This is an optimization exercise on Yosys and OpenROAD, whose aim is small area, a short achievable clock period and few clock cycles per item, not a production implementation.
In this exercise RTL edits were held to simulation tests only and were not proved equivalent to the original.
No activity file was given, so power comes from the tool's default toggle rates.

wip/zinc:
// MUL
module MUL #(
    parameter WIDTH = 32
) (
    input  [ 0:0] clk,
    input  [ 0:0] rst,
    input  [ 0:0] start,
    input  [31:0] a,
    input  [31:0] b,
    output [63:0] res,
    output [ 0:0] finish
);
reg  [5:0] p;
reg  [32:0] s_q, c_q;         
reg  [7:0] ls_q, lc_q;       
reg         n3_q;             
reg  [31:0] l_q;              
reg  [29:0] h_q;              
reg  [3:0] one_q, two_q, neg_q;  
reg         sgn_q;
wire first = p[0];
wire [32:0] sfb = first ? 33'h100000000 : s_q;
wire [32:0] cfb = first ? 33'h0 : c_q;
wire [32:0] am = {1'b0, a[30:0], 1'b0};    
wire [31:0] pp0;
wire [31:0] pp1;
wire [31:0] pp2;
wire [31:0] pp3;
genvar gj;
generate for (gj = 0; gj < 32; gj = gj + 1) begin : g_pp
    assign pp0[gj] = ((one_q[0] & am[gj+1]) | (two_q[0] & am[gj])) ^ neg_q[0];
    assign pp1[gj] = ((one_q[1] & am[gj+1]) | (two_q[1] & am[gj])) ^ neg_q[1];
    assign pp2[gj] = ((one_q[2] & am[gj+1]) | (two_q[2] & am[gj])) ^ neg_q[2];
    assign pp3[gj] = ((one_q[3] & am[gj+1]) | (two_q[3] & am[gj])) ^ neg_q[3];
end endgenerate
wire fs0;
wire fc0;
wire hs0;
wire hc0;
wire hs1;
wire hc1;
wire fs1;
wire fc1;
wire hs2;
wire hc2;
wire fs2;
wire fc2;
wire hs3;
wire hc3;
wire fs3;
wire fc3;
wire fs4;
wire fc4;
wire fs5;
wire fc5;
wire fs6;
wire fc6;
wire fs7;
wire fc7;
wire fs8;
wire fc8;
wire fs9;
wire fc9;
wire fs10;
wire fc10;
wire fs11;
wire fc11;
wire fs12;
wire fc12;
wire fs13;
wire fc13;
wire fs14;
wire fc14;
  ...
For scale: roughly 1,200 cells after synthesis, about 160 flip-flops, roughly 11,000 um2 of cells after synthesis.
clock: 4.0 ns
lec_check: 0
cap_margin: 20
core_margin: 2
core_utilization: 40
cts_buf_list: sky130_fd_sc_hd__clkbuf_8
gpl_routability_driven: 0
setup_slack_margin: 1.4
slew_margin: 20
run.sh (not shown) runs the stock make flow with config.mk's settings and CLKGATE_MAP_FILE= SYNTH_SCRIPT=/design/flow/synth_recipe.tcl, a recipe that flattens the netlist after the stock synthesis.
wip/zinc finished end to end and its layout was clean on timing, DRC and antenna.
Testbench counts of wip/zinc, summed over its fixed seeds: cycles 5,376, items 768.
Edits applied to the flow inputs when going from wip/zinc to wip/sierra:
# wip/zinc
export LEC_CHECK = 0
export CAP_MARGIN = 20
export CORE_MARGIN = 2
export CORE_UTILIZATION = 40
export CTS_BUF_LIST = sky130_fd_sc_hd__clkbuf_8
export GPL_ROUTABILITY_DRIVEN = 0
export SETUP_SLACK_MARGIN = 1.4
export SLEW_MARGIN = 20
create_clock -name core_clock -period 4.0 [get_ports {clk}]
# wip/sierra
export LEC_CHECK = 0
export CAP_MARGIN = 20
export CORE_MARGIN = 2
export CORE_UTILIZATION = 40
export SETUP_SLACK_MARGIN = 1.2
export SLEW_MARGIN = 20
create_clock -name core_clock -period 4.0 [get_ports {clk}]
Notes after the runs:
Wire length sits lower in wip/sierra than in wip/zinc.
Compared with wip/zinc, wip/sierra ends up with less cell area.
Comparing insertion delay to the later sink of the worst-skew pair for wip/sierra and wip/zinc, the bigger number came from wip/zinc.
diff inputs: wip/sierra => wip/xenon
# wip/sierra
export LEC_CHECK = 0
export CAP_MARGIN = 20
export CORE_MARGIN = 2
export CORE_UTILIZATION = 40
export SETUP_SLACK_MARGIN = 1.2
export SLEW_MARGIN = 20
create_clock -name core_clock -period 4.0 [get_ports {clk}]
# wip/xenon
export LEC_CHECK = 0
export ABC_AREA = 1
export CAP_MARGIN = 20
export CORE_MARGIN = 2
export CORE_UTILIZATION = 40
export SETUP_SLACK_MARGIN = 1.2
export SLEW_MARGIN = 20
create_clock -name core_clock -period 4.0 [get_ports {clk}]
==> run summary <==
- Final instance count without filler cells: wip/sierra and wip/xenon compared, lower one is wip/sierra
- The total length of routed met3 wires reported for wip/xenon is greater than that of wip/sierra by 690 um.
- wip/xenon vs wip/sierra on post-place setup slack: wip/xenon is the higher one.
What wip/juniper does differently from wip/xenon at the input level:
# wip/xenon
export LEC_CHECK = 0
export ABC_AREA = 1
export CAP_MARGIN = 20
export CORE_MARGIN = 2
export CORE_UTILIZATION = 40
export SETUP_SLACK_MARGIN = 1.2
export SLEW_MARGIN = 20
create_clock -name core_clock -period 4.0 [get_ports {clk}]
# wip/juniper
export LEC_CHECK = 0
export CAP_MARGIN = 20
export CORE_MARGIN = 2
export CORE_UTILIZATION = 50
export CTS_BUF_LIST = sky130_fd_sc_hd__clkbuf_8
export PLACE_DENSITY = 0.7
export SETUP_SLACK_MARGIN = 1.4
export SLEW_MARGIN = 20
create_clock -name core_clock -period 4.0 [get_ports {clk}]
## What came out
- For standby leakage power, dividing the value from wip/xenon by the value from wip/juniper gives 1.3.
- Compared with wip/xenon, in wip/juniper number of cell rows now smaller; number of tap cells inserted now sits lower; share of the synthesized netlist area taken by xor and xnor gates increased by 1.7 points relative to the old numbers.
- Fraction of power consumed by the clock network in wip/juniper is 3.1 points lower than in wip/xenon
- Diff wip/xenon -> wip/juniper: DRC violation count after routing was more or less identical; area of the die lower; sequential portion of the cell area went up by 1.4 points.
- From wip/xenon to wip/juniper the numbers moved as follows: die outline width decreased by about 13% relative to the old numbers; detailed-route wire length per cell increased by about 18% relative to the old numbers.
